What follows belongs to an exercise in optimizing a design on an open flow for small area; a production flow would make more cautious choices.
Only simulation tests tie the RTL to the original design; equivalence was not proved.
Power and IR drop assume default switching activity.

==> v19: inputs <==
## lcd114_test
module lcd114_test(
	input clk,
	input resetn,
	output lcd_resetn,
	output lcd_cs,
	output lcd_rs,
	output lcd_data
);
clock: 11.0 ns
lec_check: 0
cap_margin: 20
core_margin: 2
core_utilization: 60
slew_margin: 20
standard.sh (not shown) runs the stock make flow with config.mk's settings and CLKGATE_MAP_FILE= SYNTH_SCRIPT=/design/flow/synth_recipe.tcl, a recipe that flattens the netlist after the stock synthesis.
==> flow/flow/run.sh <==
#!/bin/bash
# Own layout flow: the standard ORFS layout (standard.sh) with three changes:
#  - synthesis maps the logic with an area-oriented ABC script (flow/area.abc)
#    and skips Yosys's extract_fa half/full-adder extraction (flow/synth.tcl);
#    all other synthesis steps, register mapping, flattening and renaming are
#    the standard ones;
#  - the port buffers that buffer_ports inserts on every input and output are
#    sky130_fd_sc_hd__buf_1;
#  - clock tree synthesis uses sky130_fd_sc_hd__clkbuf_8 buffers, one sink
#    cluster for up to 32 flip-flops, and no dummy loads.
# Each tool's full output is in the ORFS logs under orfs/logs/; make's own
# output is in flow_make.log.
set -euo pipefail
W=$(pwd)
export MY_ABC_SCRIPT="$W/flow/area.abc"
export MY_NO_FA=1
bash "$W/standard.sh" \
  "SYNTH_SCRIPT=$W/flow/synth.tcl" \
  "BUFFER_PORTS_ARGS=-buffer_cell sky130_fd_sc_hd__buf_1" \
  "CTS_ARGS=-sink_clustering_enable -repair_clock_nets -sink_clustering_size 32 -buf_list sky130_fd_sc_hd__clkbuf_8 -root_buf sky130_fd_sc_hd__clkbuf_8 -dont_use_dummy_load" \
  finish > "$W/flow_make.log" 2>&1
==> flow/flow/area.abc <==
strash
&get -n
&deepsyn -T 60
&put
dch -f
map -a
topo
==> flow/flow/synth.tcl <==
# synth_recipe.tcl with two changes: abc runs flow/area.abc instead of the
# ABC script ORFS picks, and extract_fa is skipped.
proc synth {args} { yosys synth -nofsm -noshare {*}$args }
proc abc {args} {
  set i [lsearch -exact $args -script]
  if {$i >= 0} { lset args [expr {$i + 1}] $::env(MY_ABC_SCRIPT) }
  yosys abc {*}$args
}
if {[info exists ::env(MY_NO_FA)] && $::env(MY_NO_FA)} { proc extract_fa {args} {} }
source $::env(SCRIPTS_DIR)/synth.tcl
# left out here: clear keep_hierarchy, flatten, clean up, hide names made inside functions, write 1_2_yosys.v
==> inputs of v11, as changes to v19 <==
==> flow/flow/run.sh (replaced) <==
#!/bin/bash
# Own layout flow: the standard ORFS layout, except that synthesis maps
# the logic with an area-oriented ABC script (flow/area.abc) and leaves out
# Yosys's extract_fa half/full-adder extraction. Everything else (the Yosys
# steps before and after ABC, flattening, renaming, register mapping, and
# all OpenROAD steps) is the standard flow, run through standard.sh.
set -euo pipefail
W=$(pwd)
export MY_ABC_SCRIPT="$W/flow/area.abc"
export MY_NO_FA=1
bash "$W/standard.sh" "SYNTH_SCRIPT=$W/flow/synth.tcl" finish > "$W/flow_make.log" 2>&1
CTS_BUF_LIST = sky130_fd_sc_hd__clkbuf_8   (was not set)
==> summary.txt <==
max_slew headroom 0.486; nets@finish 312; grt met3 use 0.0455; global-route wire length before repair 10.1 mm; status finished clean; P_sw 0.0278 mW; Setup WS post-layout 5.17 ns
# the run above: v11

==> summary.txt <==
max_slew headroom 0.519; grt met3 use 0.0671; Setup WS post-layout 5.61 ns; status finished clean
# the run above: v19


========
==> 04-10 <==
==> flow/design.v <==
module lcd114_test(
	input clk,
	input resetn,
	output lcd_resetn,
	output lcd_cs,
	output lcd_rs,
	output lcd_data
);
reg [4:0] b;
reg [2:0] lx;
reg [5:0] gx;
reg [2:0] ly;
reg [4:0] gy;
wire init   = (gy == 5'd2) && ly == 3'b011;          
wire x_last = ({gx, lx} == {6'd58, 3'b011});                
wire x_end  = ({gx, lx} == {6'd15, 3'b101});                 
wire y_last = (gy == 5'd25) && (ly == 3'b000);       
wire wrap_b = init ? (b[3] || x_end) : b[4];          
wire stop   = !init && x_last && y_last;
wire x_inc  = wrap_b && !stop;
always @(posedge clk or negedge resetn) begin
	if (~resetn) begin
		b  <= 5'd0;
		{gx, lx} <= {6'd1, 3'b101};
		gy <= 5'd2;
		ly <= 3'b011;
	end else begin
		if (x_inc)
			b <= 5'd0;
		else if (!wrap_b)
			b <= b + 5'd1;
		if (x_inc) begin
			if (x_last || x_end) begin
				gx <= 6'd18;
				lx <= 3'b100;
				ly <= (ly[2] && ly[0]) ? 3'd0 : ly + 3'd1;
				if (ly[2] && ly[0])
					gy <= gy + 5'd1;
			end else begin
				lx <= (lx[2] && lx[0]) ? 3'd0 : lx + 3'd1;
				if (lx[2] && lx[0])
					gx <= gx + 6'd1;
			end
		end
	end
end
reg [5:0] cls;
reg [8:0] tb;
always @(*) begin
	case ({gx, lx})
		{6'd1, 3'b101}: begin cls = 6'b100000; tb = 9'bx; end
		{6'd2, 3'b000}: begin cls = 6'b100000; tb = 9'bx; end
		{6'd2, 3'b001}: begin cls = 6'b100000; tb = 9'bx; end
		{6'd2, 3'b010}: begin cls = 6'b010000; tb = 9'bx; end
		{6'd2, 3'b011}: begin cls = 6'b000000; tb = 9'bx; end
		{6'd2, 3'b100}: begin cls = 6'b000000; tb = 9'bx; end
		{6'd2, 3'b101}: begin cls = 6'b000000; tb = 9'bx; end
		{6'd3, 3'b000}: begin cls = 6'b000000; tb = 9'bx; end
		{6'd3, 3'b001}: begin cls = 6'b000000; tb = 9'bx; end
		{6'd3, 3'b010}: begin cls = 6'b001000; tb = 9'bx; end
		{6'd3, 3'b011}: begin cls = 6'b000100; tb = 9'bx; end
		{6'd3, 3'b100}: begin cls = 6'b000000; tb = 9'bx; end
		{6'd3, 3'b101}: begin cls = 6'b000000; tb = 9'bx; end
		{6'd4, 3'b000}: begin cls = 6'b000000; tb = 9'bx; end
		{6'd4, 3'b001}: begin cls = 6'b000010; tb = 9'h036; end
		{6'd4, 3'b010}: begin cls = 6'b000010; tb = 9'h170; end
		{6'd4, 3'b011}: begin cls = 6'b000010; tb = 9'h03a; end
		{6'd4, 3'b100}: begin cls = 6'b000010; tb = 9'h105; end
		{6'd4, 3'b101}: begin cls = 6'b000010; tb = 9'h0b2; end
		{6'd5, 3'b000}: begin cls = 6'b000010; tb = 9'h10c; end
		{6'd5, 3'b001}: begin cls = 6'b000010; tb = 9'h10c; end
		{6'd5, 3'b010}: begin cls = 6'b000010; tb = 9'h100; end
		{6'd5, 3'b011}: begin cls = 6'b000010; tb = 9'h133; end
		{6'd5, 3'b100}: begin cls = 6'b000010; tb = 9'h133; end
		{6'd5, 3'b101}: begin cls = 6'b000010; tb = 9'h0b7; end
		{6'd6, 3'b000}: begin cls = 6'b000010; tb = 9'h135; end
		{6'd6, 3'b001}: begin cls = 6'b000010; tb = 9'h0bb; end
		{6'd6, 3'b010}: begin cls = 6'b000010; tb = 9'h119; end
		{6'd6, 3'b011}: begin cls = 6'b000010; tb = 9'h0c0; end
		{6'd6, 3'b100}: begin cls = 6'b000010; tb = 9'h12c; end
		{6'd6, 3'b101}: begin cls = 6'b000010; tb = 9'h0c2; end
		{6'd7, 3'b000}: begin cls = 6'b000010; tb = 9'h101; end
		{6'd7, 3'b001}: begin cls = 6'b000010; tb = 9'h0c3; end
		{6'd7, 3'b010}: begin cls = 6'b000010; tb = 9'h112; end
		{6'd7, 3'b011}: begin cls = 6'b000010; tb = 9'h0c4; end
		{6'd7, 3'b100}: begin cls = 6'b000010; tb = 9'h120; end
		{6'd7, 3'b101}: begin cls = 6'b000010; tb = 9'h0c6; end
		{6'd8, 3'b000}: begin cls = 6'b000010; tb = 9'h10f; end
		{6'd8, 3'b001}: begin cls = 6'b000010; tb = 9'h0d0; end
		{6'd8, 3'b010}: begin cls = 6'b000010; tb = 9'h1a4; end
		{6'd8, 3'b011}: begin cls = 6'b000010; tb = 9'h1a1; end
		{6'd8, 3'b100}: begin cls = 6'b000010; tb = 9'h0e0; end
		{6'd8, 3'b101}: begin cls = 6'b000010; tb = 9'h1d0; end
		{6'd9, 3'b000}: begin cls = 6'b000010; tb = 9'h104; end
		{6'd9, 3'b001}: begin cls = 6'b000010; tb = 9'h10d; end
		{6'd9, 3'b010}: begin cls = 6'b000010; tb = 9'h111; end
		{6'd9, 3'b011}: begin cls = 6'b000010; tb = 9'h113; end
		{6'd9, 3'b100}: begin cls = 6'b000010; tb = 9'h12b; end
		{6'd9, 3'b101}: begin cls = 6'b000010; tb = 9'h13f; end
		{6'd10, 3'b000}: begin cls = 6'b000010; tb = 9'h154; end
		{6'd10, 3'b001}: begin cls = 6'b000010; tb = 9'h14c; end
		{6'd10, 3'b010}: begin cls = 6'b000010; tb = 9'h118; end
		{6'd10, 3'b011}: begin cls = 6'b000010; tb = 9'h10d; end
		{6'd10, 3'b100}: begin cls = 6'b000010; tb = 9'h10b; end
		{6'd10, 3'b101}: begin cls = 6'b000010; tb = 9'h11f; end
		{6'd11, 3'b000}: begin cls = 6'b000010; tb = 9'h123; end
		{6'd11, 3'b001}: begin cls = 6'b000010; tb = 9'h0e1; end
		{6'd11, 3'b010}: begin cls = 6'b000010; tb = 9'h1d0; end
		{6'd11, 3'b011}: begin cls = 6'b000010; tb = 9'h104; end
		{6'd11, 3'b100}: begin cls = 6'b000010; tb = 9'h10c; end
		{6'd11, 3'b101}: begin cls = 6'b000010; tb = 9'h111; end
		{6'd12, 3'b000}: begin cls = 6'b000010; tb = 9'h113; end
		{6'd12, 3'b001}: begin cls = 6'b000010; tb = 9'h12c; end
		{6'd12, 3'b010}: begin cls = 6'b000010; tb = 9'h13f; end
		{6'd12, 3'b011}: begin cls = 6'b000010; tb = 9'h144; end
		{6'd12, 3'b100}: begin cls = 6'b000010; tb = 9'h151; end
		{6'd12, 3'b101}: begin cls = 6'b000010; tb = 9'h12f; end
		{6'd13, 3'b000}: begin cls = 6'b000010; tb = 9'h11f; end
		{6'd13, 3'b001}: begin cls = 6'b000010; tb = 9'h11f; end
		{6'd13, 3'b010}: begin cls = 6'b000010; tb = 9'h120; end
		{6'd13, 3'b011}: begin cls = 6'b000010; tb = 9'h123; end
		{6'd13, 3'b100}: begin cls = 6'b000010; tb = 9'h021; end
		{6'd13, 3'b101}: begin cls = 6'b000010; tb = 9'h029; end
		{6'd14, 3'b000}: begin cls = 6'b000010; tb = 9'h02a; end
		{6'd14, 3'b001}: begin cls = 6'b000010; tb = 9'h100; end
		{6'd14, 3'b010}: begin cls = 6'b000010; tb = 9'h128; end
		{6'd14, 3'b011}: begin cls = 6'b000010; tb = 9'h101; end
		{6'd14, 3'b100}: begin cls = 6'b000010; tb = 9'h117; end
		{6'd14, 3'b101}: begin cls = 6'b000010; tb = 9'h02b; end
		{6'd15, 3'b000}: begin cls = 6'b000010; tb = 9'h100; end
		{6'd15, 3'b001}: begin cls = 6'b000010; tb = 9'h135; end
		{6'd15, 3'b010}: begin cls = 6'b000010; tb = 9'h100; end
		{6'd15, 3'b011}: begin cls = 6'b000010; tb = 9'h1bb; end
		{6'd15, 3'b100}: begin cls = 6'b000010; tb = 9'h02c; end
		{6'd15, 3'b101}: begin cls = 6'b000001; tb = 9'bx; end
		default: begin cls = 6'bxxxxxx; tb = 9'bx; end
	endcase
end
wire rst_a  = cls[5];    
wire rst_b  = cls[4];    
wire wake_a = cls[3];    
wire wake_b = cls[2];    
wire tbl    = cls[1];    
wire last   = cls[0];    
wire [2:0] bi = b[3] ? 3'd0 : ~b[2:0];                
wire [7:0] wake = 8'h11;
reg i_rst, i_cs, i_rs, i_data;
always @(*) begin
	i_rst = 1'b1; i_cs = 1'b1; i_rs = 1'b1; i_data = 1'b1;
	if (tbl) begin
		i_cs   = b[3];
		i_rs   = tb[8] | b[3];
		i_data = tb[bi];
	end else if (last) begin
		i_data = 1'b0;
	end else if (wake_a && b >= 5'd3) begin
		i_cs = 1'b0; i_rs = 1'b0; i_data = wake[3'd2 - b[2:0]];
	end else if (wake_b && b <= 5'd1) begin
		i_cs = 1'b0; i_rs = 1'b0; i_data = wake[3'd1 - b[2:0]];
	end else
		i_rst = !(rst_a || (rst_b && b == 5'd0));
end
reg [7:0] font_row;
always @(*) begin
	case (gy[2:0])
	3'd0: font_row = 8'b00011000;
	3'd1: font_row = 8'b00100100;
	3'd2: font_row = 8'b01000010;
	3'd3: font_row = 8'b01111110;
	3'd4: font_row = 8'b01000010;
	3'd5: font_row = 8'b01000010;
	3'd6: font_row = 8'b01000010;
	default: font_row = 8'b00000000;
	endcase
end
wire on = (gx[5:3] == 3'b100) && (gy[4:3] == 2'b10) && font_row[~gx[2:0]];
wire f_data = b[4] || (b[3] && (b[2] || (b[1] && b[0]))) || !on;
assign lcd_resetn = init ? i_rst  : 1'b1;
assign lcd_cs     = init ? i_cs   : b[4];
assign lcd_rs     = init ? i_rs   : 1'b1;
assign lcd_data   = init ? i_data : f_data;
endmodule
==> flow/flow/run.sh <==
#!/bin/bash
# Own layout flow: the standard ORFS layout (standard.sh) with three changes:
#  - synthesis maps the logic with an area-oriented ABC script (flow/area.abc)
#    and skips Yosys's extract_fa half/full-adder extraction (flow/synth.tcl);
#    all other synthesis steps, register mapping, flattening and renaming are
#    the standard ones;
#  - the port buffers that buffer_ports inserts on every input and output are
#    sky130_fd_sc_hd__buf_1;
#  - clock tree synthesis uses sky130_fd_sc_hd__clkbuf_8 buffers, one sink
#    cluster for up to 32 flip-flops, and no dummy loads.
# Each tool's full output is in the ORFS logs under orfs/logs/; make's own
# output is in flow_make.log.
set -euo pipefail
W=$(pwd)
export MY_ABC_SCRIPT="$W/flow/area.abc"
export MY_NO_FA=1
bash "$W/standard.sh" \
  "SYNTH_SCRIPT=$W/flow/synth.tcl" \
  "BUFFER_PORTS_ARGS=-buffer_cell sky130_fd_sc_hd__buf_1" \
  "CTS_ARGS=-sink_clustering_enable -repair_clock_nets -sink_clustering_size 32 -buf_list sky130_fd_sc_hd__clkbuf_8 -root_buf sky130_fd_sc_hd__clkbuf_8 -dont_use_dummy_load" \
  finish > "$W/flow_make.log" 2>&1
==> flow/flow/area.abc <==
strash
&get -n
&deepsyn -T 600
&put
dch -f
amap
strash
dch -f
amap
topo
==> flow/flow/synth.tcl <==
# synth_recipe.tcl with two changes: abc runs flow/area.abc instead of the
# ABC script ORFS picks, and extract_fa is skipped.
proc synth {args} { yosys synth -nofsm -noshare {*}$args }
proc abc {args} {
  set i [lsearch -exact $args -script]
  if {$i >= 0} { lset args [expr {$i + 1}] $::env(MY_ABC_SCRIPT) }
  yosys abc {*}$args
}
if {[info exists ::env(MY_NO_FA)] && $::env(MY_NO_FA)} { proc extract_fa {args} {} }
source $::env(SCRIPTS_DIR)/synth.tcl
# left out here: clear keep_hierarchy, flatten, clean up, hide names made inside functions, write 1_2_yosys.v
==> flow/standard.sh <==
#!/bin/bash
# synth_recipe.tcl (not shown) runs the flow's synth.tcl, then flattens the netlist and writes it again
# the make line also repeats each setting of config.mk as NAME=value (left out here)
make -C /OpenROAD-flow-scripts/flow DESIGN_CONFIG=/design/flow/config.mk WORK_HOME=/design/flow/orfs CLKGATE_MAP_FILE= SYNTH_SCRIPT=/design/flow/synth_recipe.tcl "${@:-finish}"
==> flow/config.mk <==
export PLATFORM = sky130hd
export DESIGN_NAME = lcd114_test
export DESIGN_NICKNAME = lcd114_test
export VERILOG_FILES = /design/flow/design.v
export SDC_FILE = /design/flow/constraint.sdc
export NUM_CORES = 4
export LEC_CHECK = 0
export CAP_MARGIN = 20
export CORE_MARGIN = 2
export CORE_UTILIZATION = 45
export SLEW_MARGIN = 20
==> flow/constraint.sdc <==
create_clock -name core_clock -period 11.0 [get_ports {clk}]
set_input_delay 2.2000 -clock core_clock [delete_from_list [all_inputs] [get_ports {clk}]]
set_output_delay 2.2000 -clock core_clock [all_outputs]
set_load 0.01 [all_outputs]
==> 07-15 (differences from 04-10) <==
--- a/flow/flow/run.sh
+++ b/flow/flow/run.sh
@@ -1,8 +1,8 @@
 #!/bin/bash
 # Own layout flow: the standard ORFS layout (standard.sh) with three changes:
-#  - synthesis maps the logic with an area-oriented ABC script (flow/area.abc)
-#    and skips Yosys's extract_fa half/full-adder extraction (flow/synth.tcl);
-#    all other synthesis steps, register mapping, flattening and renaming are
-#    the standard ones;
+#  - synthesis (flow/synth.tcl) maps the logic with an area search in ABC
+#    (&deepsyn with six seeds, two mappings each, smallest kept) and skips
+#    Yosys's extract_fa half/full-adder extraction; all other synthesis steps,
+#    register mapping, flattening and renaming are the standard ones;
 #  - the port buffers that buffer_ports inserts on every input and output are
 #    sky130_fd_sc_hd__buf_1;
@@ -13,6 +13,9 @@
 set -euo pipefail
 W=$(pwd)
-export MY_ABC_SCRIPT="$W/flow/area.abc"
 export MY_NO_FA=1
+export MY_SEEDS="1 2 3 4 5 6"
+export MY_DS_T=${MY_DS_T:-200}
+export MY_TMP="$W/orfs/abc_search"
+export MY_LIB=/OpenROAD-flow-scripts/flow/platforms/sky130hd/lib/sky130_fd_sc_hd__tt_025C_1v80.lib
 bash "$W/standard.sh" \
   "SYNTH_SCRIPT=$W/flow/synth.tcl" \
==> flow/flow/synth.tcl (replaced) <==
# synth_recipe.tcl with two changes to the logic mapping:
#  - abc runs a search of its own instead of the ABC script ORFS picks: for each
#    seed in MY_SEEDS it optimises the logic with ABC's &deepsyn (MY_DS_T seconds),
#    then maps the result onto the library in each of two ways; the mapping with
#    the smallest cell area is kept;
#  - extract_fa is skipped.
# The steps before and after abc (register mapping, flattening, renaming) are
# the standard ones.
proc synth {args} { yosys synth -nofsm -noshare {*}$args }
proc abc_area_of {} {
  set st [tee -q -s result.string stat -liberty $::env(MY_LIB)]
  if {[regexp {Chip area for module [^:]*: ([0-9.eE+]+)} $st -> a]} { return $a }
  return 1e18
}
proc abc {args} {
  set i [lsearch -exact $args -script]
  set tmp $::env(MY_TMP)
  file mkdir $tmp
  set best 1e18
  set n 0
  yosys design -save pre_abc
  foreach seed $::env(MY_SEEDS) {
    foreach map {nfam am3} {
      yosys design -load pre_abc
      set scr "$tmp/s${seed}_$map.abc"
      set f [open $scr w]
      if {$map eq "nfam"} {
        puts $f "strash\n&get -n\n&deepsyn -T $::env(MY_DS_T) -S $seed\n&put\nwrite_blif $tmp/ds$seed.blif"
        puts $f "strash\n&get -n\n&st\n&dch -f\n&nf -a -R 1000\n&put\nstrash\ndch -f\namap\ntopo"
      } else {
        puts $f "read_blif $tmp/ds$seed.blif\nstrash\ndch -f\namap\nstrash\ndch -f\namap\nstrash\ndch -f\namap\ntopo"
      }
      close $f
      lset args [expr {$i + 1}] $scr
      yosys abc {*}$args
      set a [abc_area_of]
      puts "abc search: seed $seed map $map area $a"
      if {$a < $best} {
        set best $a
        yosys design -save best_abc
      }
      incr n
    }
  }
  puts "abc search: kept area $best"
  yosys design -load best_abc
}
if {[info exists ::env(MY_NO_FA)] && $::env(MY_NO_FA)} { proc extract_fa {args} {} }
source $::env(SCRIPTS_DIR)/synth.tcl
# left out here: clear keep_hierarchy, flatten, clean up, hide names made inside functions, write 1_2_yosys.v
removed: flow/flow/area.abc
==> impl_results.md <==
- Status: no timing/DRC/antenna violations
- DP Area: 1830 sq um
- RR Endpoint: gy[4]
- Top post-synthesis cells by area: dfrtp_1 23%, nor2_1 18%, dfstp_2 9.0%, clkinv_1 8.0%, a21oi_1 6.9%
- Post-route cell area: ~1900 sq um
- Design Power: about 0.13 mW
- Layout area overhead: 7.32%
- Core Footprint: 3690 sq um
the above is filed under 04-10

==> impl_results.md <==
- Status: no timing/DRC/antenna violations
- Post-route cell area: between 1500 and 2000 sq um
- DP Area: around 1800 sq um
- Core Footprint: around 3700 sq um
- Design Power: 0.131 mW
- RR Endpoint: gx[5]
the above is filed under 07-15

==> static timing again, ports no longer ideal <==
In the flow no input, the clock included, has a driving cell. The finished layouts below were timed again as built, in two steps. Step 1 assumes that a clkbuf_16 drives the clock port and a buf_2 every other input. Step 2 times the ports against the registers' clock, not the clock port: input delays grow and output delays shrink by t, the midpoint of the rising clock arrivals with the driver on. Three values: no drivers, after step 1, after step 2; two values: the first two.
run	t (ns)	setup WS [ns]	slew at the worst register clock pin (ns)	pins driven straight from the clock port
v19	0.284	5.612 / 5.589 / 5.873	0.08 / 0.08	1
v11	0.284	5.173 / 5.150 / 5.434	0.08 / 0.08	1
04-10	0.286	5.121 / 5.093 / 5.380	0.09 / 0.09	1
07-15	0.277	5.182 / 5.156 / 5.433	0.08 / 0.08	1
After both steps setup and hold are still met in every run listed.
